What follows belongs to an exercise in optimizing a design on an open flow for small area and a short achievable clock period; a production flow would make more cautious choices.
RTL that was checked went through simulation tests only; none was proved equivalent to the original.
Power and IR drop assume default switching activity.

Setup of v18:
## fp32_mul
module fp32_mul(
    input wire clk,
    input wire [31:0] a,         
    input wire [31:0] b,         
    input wire [2:0] rm,         
    output reg [31:0] result,    
    output wire nv,              
    output wire of,              
    output wire uf,              
    output wire nx               
);
For scale: roughly 2600 cells after synthesis, ~100 I/O pins.
clock: 8.2 ns
lec_check: 0
cap_margin: 20
core_margin: 2
core_utilization: 40
setup_slack_margin: 4.1
slew_margin: 20
synth_hierarchical: 1
standard.sh (not shown) runs the stock make flow with config.mk's settings and CLKGATE_MAP_FILE= SYNTH_SCRIPT=/design/flow/synth_recipe.tcl, a recipe that flattens the netlist after the stock synthesis.
==> flow/flow/run.sh <==
#!/bin/bash
# The standard layout (synthesis included, unchanged), with the input and
# output port buffers that buffer_ports inserts taken as sky130_fd_sc_hd__buf_2
# instead of the delay-cell buffer it picks on its own.
set -euo pipefail
export BUFFER_PORTS_ARGS="-buffer_cell sky130_fd_sc_hd__buf_2"
bash standard.sh > standard.log 2>&1
#### Input delta (v54 over v18)
==> flow/run.sh (new file) <==
#!/bin/bash
# synth_recipe.tcl (not shown) runs the flow's synth.tcl, then flattens the netlist and writes it again
# the make line also repeats each setting of config.mk as NAME=value (left out here)
make -C /OpenROAD-flow-scripts/flow DESIGN_CONFIG=/design/flow/config.mk WORK_HOME=/design/flow/orfs CLKGATE_MAP_FILE= SYNTH_SCRIPT=/design/flow/synth_recipe.tcl finish
--- a/flow/config.mk
+++ b/flow/config.mk
@@ -11 +11 @@
-export SETUP_SLACK_MARGIN = 4.1
+export SETUP_SLACK_MARGIN = 3.9
removed: flow/flow/run.sh
removed: flow/standard.sh
### Flow results
v54 vs. v18: power density of the placed cells went down by 2.5%. v54 vs. v18: number of clock buffers in the layout went down; power after layout down 3.2%; data-path buffer share of cell area in the final layout rose 0.67 points; fmax went down by about 4%. Going from v18 to v54, critical path depth shrinks by 2. Diff v18..v54 | sequential portion of the cell area | negligible. v54 vs. v18: peak per-stage delay on the critical path rose 0.19 ns; amount of wire on met2 after detailed routing has increased; proportion of power drawn by the clock network decreased 0.8 points; net count reported at finish fell about 1.3%.
Modified inputs, v14 compared to v54
==> flow/flow/run.sh (new file) <==
#!/bin/bash
# The standard layout (synthesis included, unchanged), with the input and
# output port buffers that buffer_ports inserts taken as sky130_fd_sc_hd__buf_2
# instead of the delay-cell buffer it picks on its own.
set -euo pipefail
export BUFFER_PORTS_ARGS="-buffer_cell sky130_fd_sc_hd__buf_2"
bash standard.sh > standard.log 2>&1
==> flow/standard.sh (new file) <==
#!/bin/bash
# synth_recipe.tcl (not shown) runs the flow's synth.tcl, then flattens the netlist and writes it again
# the make line also repeats each setting of config.mk as NAME=value (left out here)
make -C /OpenROAD-flow-scripts/flow DESIGN_CONFIG=/design/flow/config.mk WORK_HOME=/design/flow/orfs CLKGATE_MAP_FILE= SYNTH_SCRIPT=/design/flow/synth_recipe.tcl "${@:-finish}"
removed: flow/run.sh
Findings:
- In v14 the final design instance area without fill turned out 3.1% lower than in v54.
- NOTE first-pass GRT wire length v54->v14 decreased by a few percent
- v54 -> v14: residual DRC count delta 0, exact match
- Row global-route usage over all layers: v14 lower / v54 higher

* * *

fp32_mul, a different RTL version from the one above (not shown whole).
Size: roughly 2600 cells after synthesis, about 100 I/O pins.
==> flow/config.mk <==
export PLATFORM = sky130hd
export DESIGN_NAME = fp32_mul
export DESIGN_NICKNAME = fp32_mul
export VERILOG_FILES = /design/flow/design.v
export SDC_FILE = /design/flow/constraint.sdc
export NUM_CORES = 4
export LEC_CHECK = 0
export CAP_MARGIN = 20
export CORE_MARGIN = 2
export CORE_UTILIZATION = 40
export CTS_CLUSTER_DIAMETER = 80
export CTS_CLUSTER_SIZE = 20
export PLACE_DENSITY = 0.7
export SETUP_SLACK_MARGIN = 3.9
export SLEW_MARGIN = 20
export SYNTH_HIERARCHICAL = 1
==> flow/constraint.sdc <==
create_clock -name core_clock -period 8.2 [get_ports {clk}]
set_input_delay 1.6400 -clock core_clock [delete_from_list [all_inputs] [get_ports {clk}]]
set_output_delay 1.6400 -clock core_clock [all_outputs]
set_load 0.01 [all_outputs]
==> flow/flow/run.sh <==
#!/bin/bash
# The standard layout (synthesis included, unchanged), with the input and
# output port buffers that buffer_ports inserts taken as sky130_fd_sc_hd__buf_2
# instead of the delay-cell buffer it picks on its own.
set -euo pipefail
export BUFFER_PORTS_ARGS="-buffer_cell sky130_fd_sc_hd__buf_2"
bash standard.sh > standard.log 2>&1
The first run passed the timing, design-rule and antenna checks.
Then changed:
--- a/flow/config.mk
+++ b/flow/config.mk
@@ -11,6 +11,5 @@
 export CTS_CLUSTER_DIAMETER = 80
 export CTS_CLUSTER_SIZE = 20
-export PLACE_DENSITY = 0.7
-export SETUP_SLACK_MARGIN = 3.9
+export SETUP_SLACK_MARGIN = 4.0
 export SLEW_MARGIN = 20
 export SYNTH_HIERARCHICAL = 1
Clock power grows by about 0.4%.
Area after synthesis stays the same.
Total power grows by about 5.6%.
Hold slack gets worse by 0.0068 ns.

* * *

Starting RTL as in the previous note.
clock: 8.2 ns
lec_check: 0
cap_margin: 20
core_margin: 2
core_utilization: 40
cts_cluster_diameter: 80
cts_cluster_size: 20
setup_slack_margin: 3.9
slew_margin: 20
synth_hierarchical: 1
==> flow/flow/run.sh <==
#!/bin/bash
# The standard layout (synthesis included, unchanged), with the input and
# output port buffers that buffer_ports inserts taken as sky130_fd_sc_hd__buf_2
# instead of the delay-cell buffer it picks on its own, and with ORFS's power
# recovery (downsizing cells off the critical paths) after global routing.
set -euo pipefail
export BUFFER_PORTS_ARGS="-buffer_cell sky130_fd_sc_hd__buf_2"
export RECOVER_POWER=100
bash standard.sh > standard.log 2>&1
The first run ran to the end with violations: capacitance limit, slew limit.
==> next run, changes <==
==> flow/flow/run.sh (replaced) <==
#!/bin/bash
# The standard layout (synthesis included, unchanged), with the input and
# output port buffers that buffer_ports inserts taken as sky130_fd_sc_hd__buf_2
# instead of the delay-cell buffer it picks on its own.
set -euo pipefail
export BUFFER_PORTS_ARGS="-buffer_cell sky130_fd_sc_hd__buf_2"
bash standard.sh > standard.log 2>&1
Settings changed: ABC_AREA set to 1.
Result: This time the run finished clean. Design area increases by 10%. Total power drops by 21%. Setup slack improves by 1600 ps. Final cell count grows by 61%. Area after synthesis goes up by 13%. Fmax rises by 38%. Wire length came out higher by 1.0%. Synthesized cell count increases by 82%. Global-route usage goes down by 2.1 points. Hold slack barely changes.

* * *

fp32_mul, a different RTL version from the one above (not shown whole).
Size: roughly 2500 cells after synthesis.
export LEC_CHECK = 0
export CAP_MARGIN = 20
export CORE_MARGIN = 2
export CORE_UTILIZATION = 40
export SETUP_SLACK_MARGIN = 3.9
export SLEW_MARGIN = 20
export SYNTH_HIERARCHICAL = 1
create_clock -name core_clock -period 8.2 [get_ports {clk}]
==> flow/flow/run.sh <==
#!/bin/bash
# The standard layout (synthesis included, unchanged), with the input and
# output port buffers that buffer_ports inserts taken as sky130_fd_sc_hd__buf_2
# instead of the delay-cell buffer it picks on its own.
set -euo pipefail
export BUFFER_PORTS_ARGS="-buffer_cell sky130_fd_sc_hd__buf_2"
bash standard.sh > standard.log 2>&1
The first run completed without violations.
==> next run, changes <==
--- a/flow/config.mk
+++ b/flow/config.mk
@@ -9,4 +9,5 @@
 export CORE_MARGIN = 2
 export CORE_UTILIZATION = 40
+export PLACE_DENSITY = 0.7
 export SETUP_SLACK_MARGIN = 3.9
 export SLEW_MARGIN = 20
Final cell count went down slightly.
Die area stays the same.
Synthesized area stays the same.
Hold slack gets better by 0.0088 ns.
Function was not checked in any run of this note: the RTL went through the layout flow alone.

-- afterwards: timing with drivers on the ports --
In the flow no input, the clock included, has a driving cell. The finished layouts below were timed again as built, in two steps. Step 1 (the two cells are an assumption about what drives the block):
set clk [get_ports {clk}]
set_driving_cell -lib_cell sky130_fd_sc_hd__clkbuf_16 $clk
set_driving_cell -lib_cell sky130_fd_sc_hd__buf_2 [delete_from_list [all_inputs] $clk]
Step 2 times the ports against the registers' clock, not the clock port: input delays grow and output delays shrink by t, the midpoint of the rising clock arrivals with the driver on. Three values: ideal, step 1, step 2; two values: the first two.
| run | t (ns) | slack for setup (ns) | latest minus earliest clock arrival (ns) | worst data-port slew with drivers (ns) | cell pins on the clock port's net |
|---|---|---|---|---|---|
| v18 | 0.637 | 4.063 / 4.063 / 3.851 | 0.014 / 0.015 | 0.04 | 1 |
| v54 | 0.646 | 3.883 / 3.879 / 3.531 | 0.020 / 0.020 | 0.05 | 1 |
| v14 | 0.637 | 3.941 / 3.941 / 3.746 | 0.038 / 0.038 | 0.04 | 1 |
| the first run of note 2 | 0.585 | 3.918 / 3.918 / 3.515 | 0.026 / 0.026 | 0.04 | 1 |
| the second run of note 2 | 0.581 | 4.034 / 4.030 / 3.781 | 0.024 / 0.024 | 0.05 | 1 |
| the first run of note 3 | 0.585 | 2.367 / 2.367 / 2.367 | 0.025 / 0.025 | 0.04 | 1 |
| the second run of note 3 | 0.599 | 3.972 / 3.972 / 3.710 | 0.039 / 0.040 | 0.06 | 1 |
| the first run of note 4 | 0.629 | 3.949 / 3.949 / 3.629 | 0.029 / 0.029 | 0.04 | 1 |
| the second run of note 4 | 0.605 | 3.938 / 3.938 / 3.615 | 0.018 / 0.018 | 0.04 | 1 |
The setup slack of the first run of note 2, which loses most, moves by 0.000 ns with the drivers and by -0.403 ns with both steps.
